Background: an optimization exercise with open tools, aiming at small area. Do not read the settings as production practice.
In this exercise RTL edits were held to simulation tests only and were not proved equivalent to the original.

==> exp/sierra <==
// mmu_top
module mmu_top
    #(
        parameter int MATRIX_WIDTH = 6
    )(
        input   logic clk,
        input   logic rst,
        input   logic enable,
        input   logic [8*MATRIX_WIDTH-1:0] weight_data,
        input   logic weight_signed,
        input   logic load_weight,
        input   logic [7:0] weight_addr,
        input   logic activate_weight,
        input   logic [8*MATRIX_WIDTH-1:0] data_in,
        input   logic data_signed,
        output  logic [32*MATRIX_WIDTH-1:0] result
    );
    logic [8*MATRIX_WIDTH-1:0] sds_systolic_output;
    systolic_data_setup_unit #(
        .MATRIX_WIDTH(MATRIX_WIDTH)
    ) systolic_data_setup_unit_tpu_core (
        .clk                (clk),
        .rst                (rst),
        .enable             (enable),
        .data_in            (data_in),
        .systolic_data_out  (sds_systolic_output)
    );
    matrix_multiply_unit #(
        .MATRIX_WIDTH(MATRIX_WIDTH)
    ) matrix_multiply_unit_tpu_core (
        .clk                (clk),
        .rst                (rst),
        .enable             (enable),
        .weight_data        (weight_data),
        .weight_signed      (weight_signed),
        .systolic_data      (sds_systolic_output),
        .systolic_signed    (data_signed),
        .activate_weight    (activate_weight),
        .load_weight        (load_weight),
        .weight_addr        (weight_addr),
        .result             (result)
    );
endmodule
Settings: LEC_CHECK=0, CAP_MARGIN=20, CORE_MARGIN=2, CORE_UTILIZATION=40, SLEW_MARGIN=20, SYNTH_HIERARCHICAL=1, SYNTH_MINIMUM_KEEP_SIZE=0; clock period 7.0 ns.
run.sh (not shown) runs the stock make flow with config.mk's settings and CLKGATE_MAP_FILE= SYNTH_SCRIPT=/design/flow/synth_recipe.tcl, a recipe that flattens the netlist after the stock synthesis.
==> exp/ember (differences from exp/sierra) <==
Settings changed: CORE_UTILIZATION 40 to 55, CTS_BUF_LIST from default to sky130_fd_sc_hd__clkbuf_4 sky130_fd_sc_hd__clkbuf_8.
==> summary.txt <==
STATUS
-----------------------------------------------------------------
Run status                               timing/DRC/antenna clean

GRT
-----------------------------------------------------------------
Global-route track usage on met1                            37.7%
Largest net degree at the start of global routing             162
Global routing usage on met2                                37.9%

FINISH
-----------------------------------------------------------------
Share of cell area taken by flip-flops and latches          26.2%
Fraction of area in multi-input gates                       63.5%
Signal buf overhead                                         2.90%
Area occupied by multi-input gates                    97000 sq um

DIE
-----------------------------------------------------------------
Starting density of the core                                55.4%
Area of the die                                      269000 sq um

CLOCKING
-----------------------------------------------------------------
Clock root buffer                                    sky130_fd_sc_hd__clkbuf_8

PLACED DESIGN
-----------------------------------------------------------------
Placer Congestion                                           0.833
Minimum setup slack after placement                       1230 ps

CRITICAL PATH
-----------------------------------------------------------------
Critical path data arrival time                           6600 ps

Source of the figures above: exp/ember

==> summary.txt <==
STATUS
-----------------------------------------------------------------
Run status                               timing/DRC/antenna clean

CLOCKING
-----------------------------------------------------------------
Clock root buffer                                    sky130_fd_sc_hd__clkbuf_16

GRT
-----------------------------------------------------------------
Global routing usage on met2                                30.5%
Global-route track usage on met1                            25.6%

FINISH
-----------------------------------------------------------------
Fraction of area in multi-input gates                       63.0%
Area occupied by multi-input gates                    97000 sq um
Share of cell area taken by flip-flops and latches          26.0%

PLACED DESIGN
-----------------------------------------------------------------
Minimum setup slack after placement                       1370 ps
Placer Congestion                                           0.856

DIE
-----------------------------------------------------------------
Starting density of the core                                40.2%
Area of the die                                      369000 sq um

CRITICAL PATH
-----------------------------------------------------------------
Critical path data arrival time                           6400 ps

Source of the figures above: exp/sierra


* * *

==> try-garnet: inputs <==
mmu_top, a different RTL version from the one above (not shown whole).
export LEC_CHECK = 0
export CAP_MARGIN = 20
export CORE_MARGIN = 2
export CORE_UTILIZATION = 72
export CTS_BUF_LIST = sky130_fd_sc_hd__clkbuf_16
export CTS_CLUSTER_DIAMETER = 80
export CTS_CLUSTER_SIZE = 20
export SLEW_MARGIN = 20
export SYNTH_HIERARCHICAL = 1
export SYNTH_MINIMUM_KEEP_SIZE = 0
create_clock -name core_clock -period 7.0 [get_ports {clk}]
standard.sh (not shown) runs the stock make flow with config.mk's settings and CLKGATE_MAP_FILE= SYNTH_SCRIPT=/design/flow/synth_recipe.tcl, a recipe that flattens the netlist after the stock synthesis.
==> flow/flow/run.sh <==
#!/bin/bash
# Layout flow: the standard flow (standard.sh, unchanged synthesis, floorplan,
# power grid, placement, routing) with two settings changed:
#  - the port buffers that global placement inserts on every input and output are
#    the smallest buffer, sky130_fd_sc_hd__buf_1 (repair may still resize them);
#  - clock tree synthesis clusters up to 24 sinks within 90 um per clkbuf_16 leaf
#    buffer and inserts no dummy loads.
# Each make step's full log stays in orfs/logs/; standard.sh's own output is in flow.log.
set -euo pipefail
cd "$(dirname "$0")/.."
bash standard.sh \
  "BUFFER_PORTS_ARGS=-buffer_cell sky130_fd_sc_hd__buf_1" \
  "CTS_ARGS=-sink_clustering_enable -repair_clock_nets -sink_clustering_size 24 -sink_clustering_max_diameter 90 -buf_list sky130_fd_sc_hd__clkbuf_16 -dont_use_dummy_load" \
  finish > flow.log 2>&1
test -s out/final.def
==> inputs of try-nickel, as changes to try-garnet <==
--- a/flow/flow/run.sh
+++ b/flow/flow/run.sh
@@ -5,3 +5,3 @@
 #    the smallest buffer, sky130_fd_sc_hd__buf_1 (repair may still resize them);
-#  - clock tree synthesis clusters up to 24 sinks within 90 um per clkbuf_16 leaf
+#  - clock tree synthesis clusters up to 28 sinks within 100 um per clkbuf_16 leaf
 #    buffer and inserts no dummy loads.
@@ -12,3 +12,3 @@
   "BUFFER_PORTS_ARGS=-buffer_cell sky130_fd_sc_hd__buf_1" \
-  "CTS_ARGS=-sink_clustering_enable -repair_clock_nets -sink_clustering_size 24 -sink_clustering_max_diameter 90 -buf_list sky130_fd_sc_hd__clkbuf_16 -dont_use_dummy_load" \
+  "CTS_ARGS=-sink_clustering_enable -repair_clock_nets -sink_clustering_size 28 -sink_clustering_max_diameter 100 -buf_list sky130_fd_sc_hd__clkbuf_16 -dont_use_dummy_load" \
   finish > flow.log 2>&1
- CAP_MARGIN: 20 -> 10
- CORE_UTILIZATION: 72 -> 65
- CTS_BUF_LIST: sky130_fd_sc_hd__clkbuf_16 -> default
- CTS_CLUSTER_DIAMETER: 80 -> default
- CTS_CLUSTER_SIZE: 20 -> default
- SLEW_MARGIN: 20 -> 10
==> flow_summary.toml <==
[final_layout]
clock_buffers = 81
final_area_um2 = 131000
buf_share = 0.0184
buffers = 400
post-route-util = 0.635
drive_above_1_share = 0.0223

[power]
vdd.ir_drop.worst_mv = 0.279

[status]
outcome = "finished clean"

[floorplan]
initial_core_util = 0.652
dieWidth_um = 459
fp.dieH_um = 459

[placed_design]
post-dp-hpwl_mm = 223
place_ws_ns = 1.26
dp.cells = 11360

[route]
drt_iter0_drc = 5959
viasPerCell = 5.84
routed_wl_mm = 293

[global_route]
met1_usage = 0.433
use_met2 = 0.448
(the above is from try-nickel)
==> flow_summary.toml <==
[status]
outcome = "finished clean"

[route]
viasPerCell = 6.01
drt_iter0_drc = 5976
routed_wl_mm = 285

[worst_setup_path]
worstSetupPathType = "reg -> reg"

[floorplan]
dieWidth_um = 437

[global_route]
met1_usage = 0.457
use_met2 = 0.485

[final_layout]
clock_buffers = 92
buf_share = 0.0180
drive_above_1_share = 0.0242
post-route-util = 0.706
buffers = 405

[placed_design]
place_ws_ns = 1.26
dp.cells = 11141
post-dp-hpwl_mm = 218

[power]
vdd.ir_drop.worst_mv = 0.299

[sta]
fmax_mhz = 174
(the above is from try-garnet)

-- what the ideal ports hide --
In the flow no input, the clock included, has a driving cell. The finished layouts below were timed again as built, in two steps. Step 1 (the two cells are an assumption about what drives the block):
set clk [get_ports {clk}]
set_driving_cell -lib_cell sky130_fd_sc_hd__clkbuf_16 $clk
set_driving_cell -lib_cell sky130_fd_sc_hd__buf_2 [delete_from_list [all_inputs] $clk]
Step 2 adds t to the input delays and takes it off the output delays; t is the mean of the earliest and latest rising clock arrival at the registers after step 1. Input paths then give back, and output paths get back, about the clock's delay inside the block. Slacks: ideal / step 1 / step 2; pairs: ideal / step 1.
run | t, ns | slack for setup (ns) | worst register clock-pin slew, ns | worst slew at a driven data input, ns
exp/sierra | 0.963 | 1.320 / 1.320 / 1.320 | 0.07 / 0.07 | 0.17
exp/ember | 1.033 | 1.200 / 1.200 / 1.200 | 0.07 / 0.07 | 0.10
try-garnet | 0.827 | 1.244 / 1.244 / 1.244 | 0.10 / 0.10 | 0.04
try-nickel | 0.812 | 1.243 / 1.243 / 1.243 | 0.11 / 0.11 | 0.13
After both steps every run listed still meets setup and hold.
